Source: an optimization exercise on an open RTL-to-GDS flow (aim: small area). Production flows keep margins and buffers that such runs may drop.
In this exercise RTL edits were held to simulation tests only and were not proved equivalent to the original.
Power is estimated from default activity; no workload was simulated.

==> job 1675: inputs <==
==> flow/design.v <==
module spi_slave (
    input  wire        rst_n,
    input  wire        spi_clk,
    input  wire        mosi,
    output reg         miso,
    input  wire        csb,
    input  wire        ldb,
    input  wire [10:0] sensor_data_0,
    input  wire [10:0] sensor_data_1,
    input  wire [10:0] sensor_data_2,
    input  wire [10:0] sensor_data_3,
    input  wire [10:0] sensor_data_4,
    input  wire [10:0] sensor_data_5,
    input  wire [10:0] sensor_data_6,
    input  wire [10:0] sensor_data_7,
    input  wire [10:0] sensor_data_8,
    input  wire [10:0] sensor_data_9,
    input  wire [10:0] sensor_data_10,
    input  wire [10:0] sensor_data_11,
    input  wire [10:0] sensor_data_12,
    input  wire [10:0] sensor_data_13,
    input  wire [10:0] sensor_data_14,
    input  wire [10:0] sensor_data_15
);
    wire [175:0] sensors = {sensor_data_15, sensor_data_14, sensor_data_13, sensor_data_12,
                            sensor_data_11, sensor_data_10, sensor_data_9,  sensor_data_8,
                            sensor_data_7,  sensor_data_6,  sensor_data_5,  sensor_data_4,
                            sensor_data_3,  sensor_data_2,  sensor_data_1,  sensor_data_0};
    reg  [3:0]  cnt;         
    reg         started;     
    reg         skip;        
    reg         active;      
    reg         rd;          
    reg  [3:0]  addr;        
    reg  [9:0]  sh;          
    reg         clr;         
    reg  [10:0] mem [0:15];
    wire load  = !csb && !ldb && (cnt <= 4'd4);
    wire step  = !csb && !load && started;    
    wire wr    = !csb && (cnt == 4'd15) && !rd;
    wire [10:0] wdata = {sh, mosi};
    reg  [3:0]  cnt_d;
    reg  [3:0]  addr_d;
    always @(*) begin
        cnt_d = cnt;
        if (csb)
            cnt_d = 4'd0;
        else if (step)
            cnt_d = cnt + 4'd1;
        addr_d = addr;
        if (step && cnt >= 4'd1 && cnt <= 4'd4)
            addr_d = {addr[2:0], mosi};
    end
    always @(posedge spi_clk or negedge rst_n) begin
        if (!rst_n) begin
            cnt     <= 4'd0;
            started <= 1'b0;
            skip    <= 1'b0;
            active  <= 1'b0;
            rd      <= 1'b0;
        end else begin
            cnt <= cnt_d;
            if (csb) begin
                started <= 1'b0;
                skip    <= 1'b0;
                active  <= 1'b0;
                rd      <= 1'b0;
            end else begin
                started <= 1'b1;
                if (!started && !load)
                    active <= 1'b1;
                if (started && cnt == 4'd0) begin
                    if (load)
                        skip <= 1'b1;
                    else begin
                        skip <= 1'b0;
                        if (!skip)
                            rd <= mosi;
                    end
                end
            end
        end
    end
    always @(posedge spi_clk or negedge rst_n) begin
        if (!rst_n)
            clr <= 1'b1;
        else
            clr <= 1'b0;
    end
    always @(posedge spi_clk) begin
        sh   <= {sh[8:0], mosi};
        addr <= addr_d;
    end
    genvar w;
    generate
        for (w = 0; w < 16; w = w + 1) begin : g_word
            wire we = wr && addr == w;
            wire [10:0] nxt = ({11{load}} & sensors[11*w +: 11])
                            | ({11{we}} & wdata)
                            | ({11{!load && !we && !clr}} & mem[w]);
            always @(posedge spi_clk)
                mem[w] <= nxt;
        end
    endgenerate
    wire [10:0] word = mem[addr_d];
    wire [3:0]  bidx = ~cnt_d;
    wire        miso_d = active && !csb && rd && (cnt_d >= 4'd5) && word[bidx];
    always @(posedge spi_clk or negedge rst_n) begin
        if (!rst_n)
            miso <= 1'b0;
        else
            miso <= miso_d;
    end
endmodule
==> flow/flow/run.sh <==
#!/bin/bash
# Standard layout with three changes:
#  - synthesis is the standard flow's own script, with ABC run on an area-oriented script
#    (abc_area.script here) instead of ORFS's speed script;
#  - the port buffers are buf_1 cells;
#  - the clock tree is built from small clock buffers, without dummy loads.
set -euo pipefail
W=$PWD
export FLOW_WORK=$W
export MY_ABC_SCRIPT=$W/flow/abc_area.script
export BUFFER_PORTS_ARGS="-buffer_cell sky130_fd_sc_hd__buf_1"
export CTS_ARGS="-sink_clustering_enable -repair_clock_nets -dont_use_dummy_load -buf_list {sky130_fd_sc_hd__clkbuf_2 sky130_fd_sc_hd__clkbuf_4 sky130_fd_sc_hd__clkbuf_8}"
bash standard.sh SYNTH_SCRIPT=$W/flow/synth.tcl finish > flow_standard.log 2>&1
==> flow/flow/abc_area.script <==
&get -n
&st
&dch -f
&nf -a
&st
&dch -f
&nf -a
&put
==> flow/flow/synth.tcl <==
# The standard flow's synthesis script, with ABC given the script in MY_ABC_SCRIPT and no
# delay target. Everything else, registers included, is unchanged.
proc abc {args} {
  set i [lsearch $args -script]
  if {$i >= 0} { lset args [expr {$i+1}] $::env(MY_ABC_SCRIPT) }
  set i [lsearch $args -D]
  if {$i >= 0} { set args [lreplace $args $i [expr {$i+1}]] }
  yosys abc {*}$args
}
source $::env(FLOW_WORK)/synth_recipe.tcl
==> flow/standard.sh <==
#!/bin/bash
# synth_recipe.tcl (not shown) runs the flow's synth.tcl, then flattens the netlist and writes it again
# the make line also repeats each setting of config.mk as NAME=value (left out here)
make -C /OpenROAD-flow-scripts/flow DESIGN_CONFIG=/design/flow/config.mk WORK_HOME=/design/flow/orfs CLKGATE_MAP_FILE= SYNTH_SCRIPT=/design/flow/synth_recipe.tcl "${@:-finish}"
==> flow/config.mk <==
export PLATFORM = sky130hd
export DESIGN_NAME = spi_slave
export DESIGN_NICKNAME = spi_slave
export VERILOG_FILES = /design/flow/design.v
export SDC_FILE = /design/flow/constraint.sdc
export NUM_CORES = 4
export LEC_CHECK = 0
export CAP_MARGIN = 0
export CORE_MARGIN = 2
export CORE_UTILIZATION = 40
export SLEW_MARGIN = 0
==> flow/constraint.sdc <==
create_clock -name core_clock -period 20.0 [get_ports {spi_clk}]
set_input_delay 4.0000 -clock core_clock [delete_from_list [all_inputs] [get_ports {spi_clk}]]
set_output_delay 4.0000 -clock core_clock [all_outputs]
set_load 0.01 [all_outputs]
==> job 8522 (differences from job 1675) <==
==> flow/flow/run.sh (replaced) <==
#!/bin/bash
# Standard layout, with the port buffers made of buf_1 cells and a clock tree
# built from small clock buffers.
set -euo pipefail
export BUFFER_PORTS_ARGS="-buffer_cell sky130_fd_sc_hd__buf_1"
bash standard.sh finish > flow_standard.log 2>&1
==> flow/config.mk (replaced) <==
export PLATFORM = sky130hd
export DESIGN_NAME = spi_slave
export DESIGN_NICKNAME = spi_slave
export VERILOG_FILES = /design/flow/design.v
export SDC_FILE = /design/flow/constraint.sdc
export NUM_CORES = 4
export LEC_CHECK = 0
export CAP_MARGIN = 20
export CORE_MARGIN = 2
export CORE_UTILIZATION = 55
export SLEW_MARGIN = 20
removed: flow/flow/abc_area.script
removed: flow/flow/synth.tcl
==> notes.md <==
Status: job 8522 no timing/DRC/antenna violations; job 1675 no timing/DRC/antenna violations
Final cycle utilization of the critical path: job 8522 0.3409; job 1675 0.4660
Slowest stage cell, crit path: job 8522 a2111oi_0; job 1675 nor4_2
Met2 GRT Util: job 8522 0.6227; job 1675 0.4789
Sequential share of cell area: job 8522 0.3974; job 1675 0.4258
Power drawn by the sequential cells: job 8522 471 uW; job 1675 464 uW
Vias per cell: job 8522 6.893; job 1675 6.482
Number of logic stages on the critical path including buffering: job 8522 10; job 1675 13
Proportion of synthesized chip area in sequential cells: job 8522 0.4517; job 1675 0.5077
Count of placed standard cells in the final layout, fillers left out: job 8522 1,332; job 1675 1,281
Fraction of final layout cells with drive strength greater than 1: job 8522 0.05556; job 1675 0.05807
Max Clock Skew: job 8522 0.01439 ns; job 1675 0.04420 ns
Worst-margin pin slew: job 8522 1.157 ns; job 1675 1.359 ns
Num rows: job 8522 46; job 1675 51
Routed Wire Length: job 8522 34,640 um; job 1675 34,130 um
Half-perimeter wire length after detailed placement: job 8522 24,430 um; job 1675 23,840 um
Syn Area/Cell: job 8522 9.032 um^2; job 1675 10.06 um^2
Worst-case hold path end point: job 8522 mem[0][8]; job 1675 mem[15][3]
Fraction of synthesized cell area in xor and xnor cells: job 8522 0.002927; job 1675 0.001096
Routed wirelength normalized by instance count: job 8522 26.01 um; job 1675 26.65 um
Relative contribution of combinational cells to total power: job 8522 0.177; job 1675 0.238
Clock Network Area Fraction: job 8522 0.05922; job 1675 0.02457
Multi-input logic area: job 8522 3811 um^2; job 1675 3344 um^2
Portion of synthesized cell area occupied by the leading cell type: job 8522 0.4237; job 1675 0.4762

## re-timing with driven ports
Ports are ideal in the flow. The routed layouts listed here were re-timed in OpenROAD.
Step 1, drivers: a clkbuf_16 drives spi_clk and a buf_2 each remaining input, both assumed.
Step 2 also shifts input and output timing later by t, the mid clock arrival at the registers, as if the neighbouring blocks saw the same clock.
Slacks: ideal / step 1 / step 2; pairs: ideal / step 1.
run | shift t [ns] | slack for setup (ns) | clock arrival spread, ns | slew at the worst register clock pin (ns)
job 1675 | 0.494 | 10.680 / 10.701 / 10.207 | 0.045 / 0.045 | 0.11 / 0.11
job 8522 | 0.483 | 13.183 / 13.205 / 12.722 | 0.015 / 0.014 | 0.08 / 0.08
After both steps every run listed still meets setup and hold. For job 1675, which loses most, drivers alone change the setup slack by +0.021 ns; drivers and shift together by -0.473 ns.
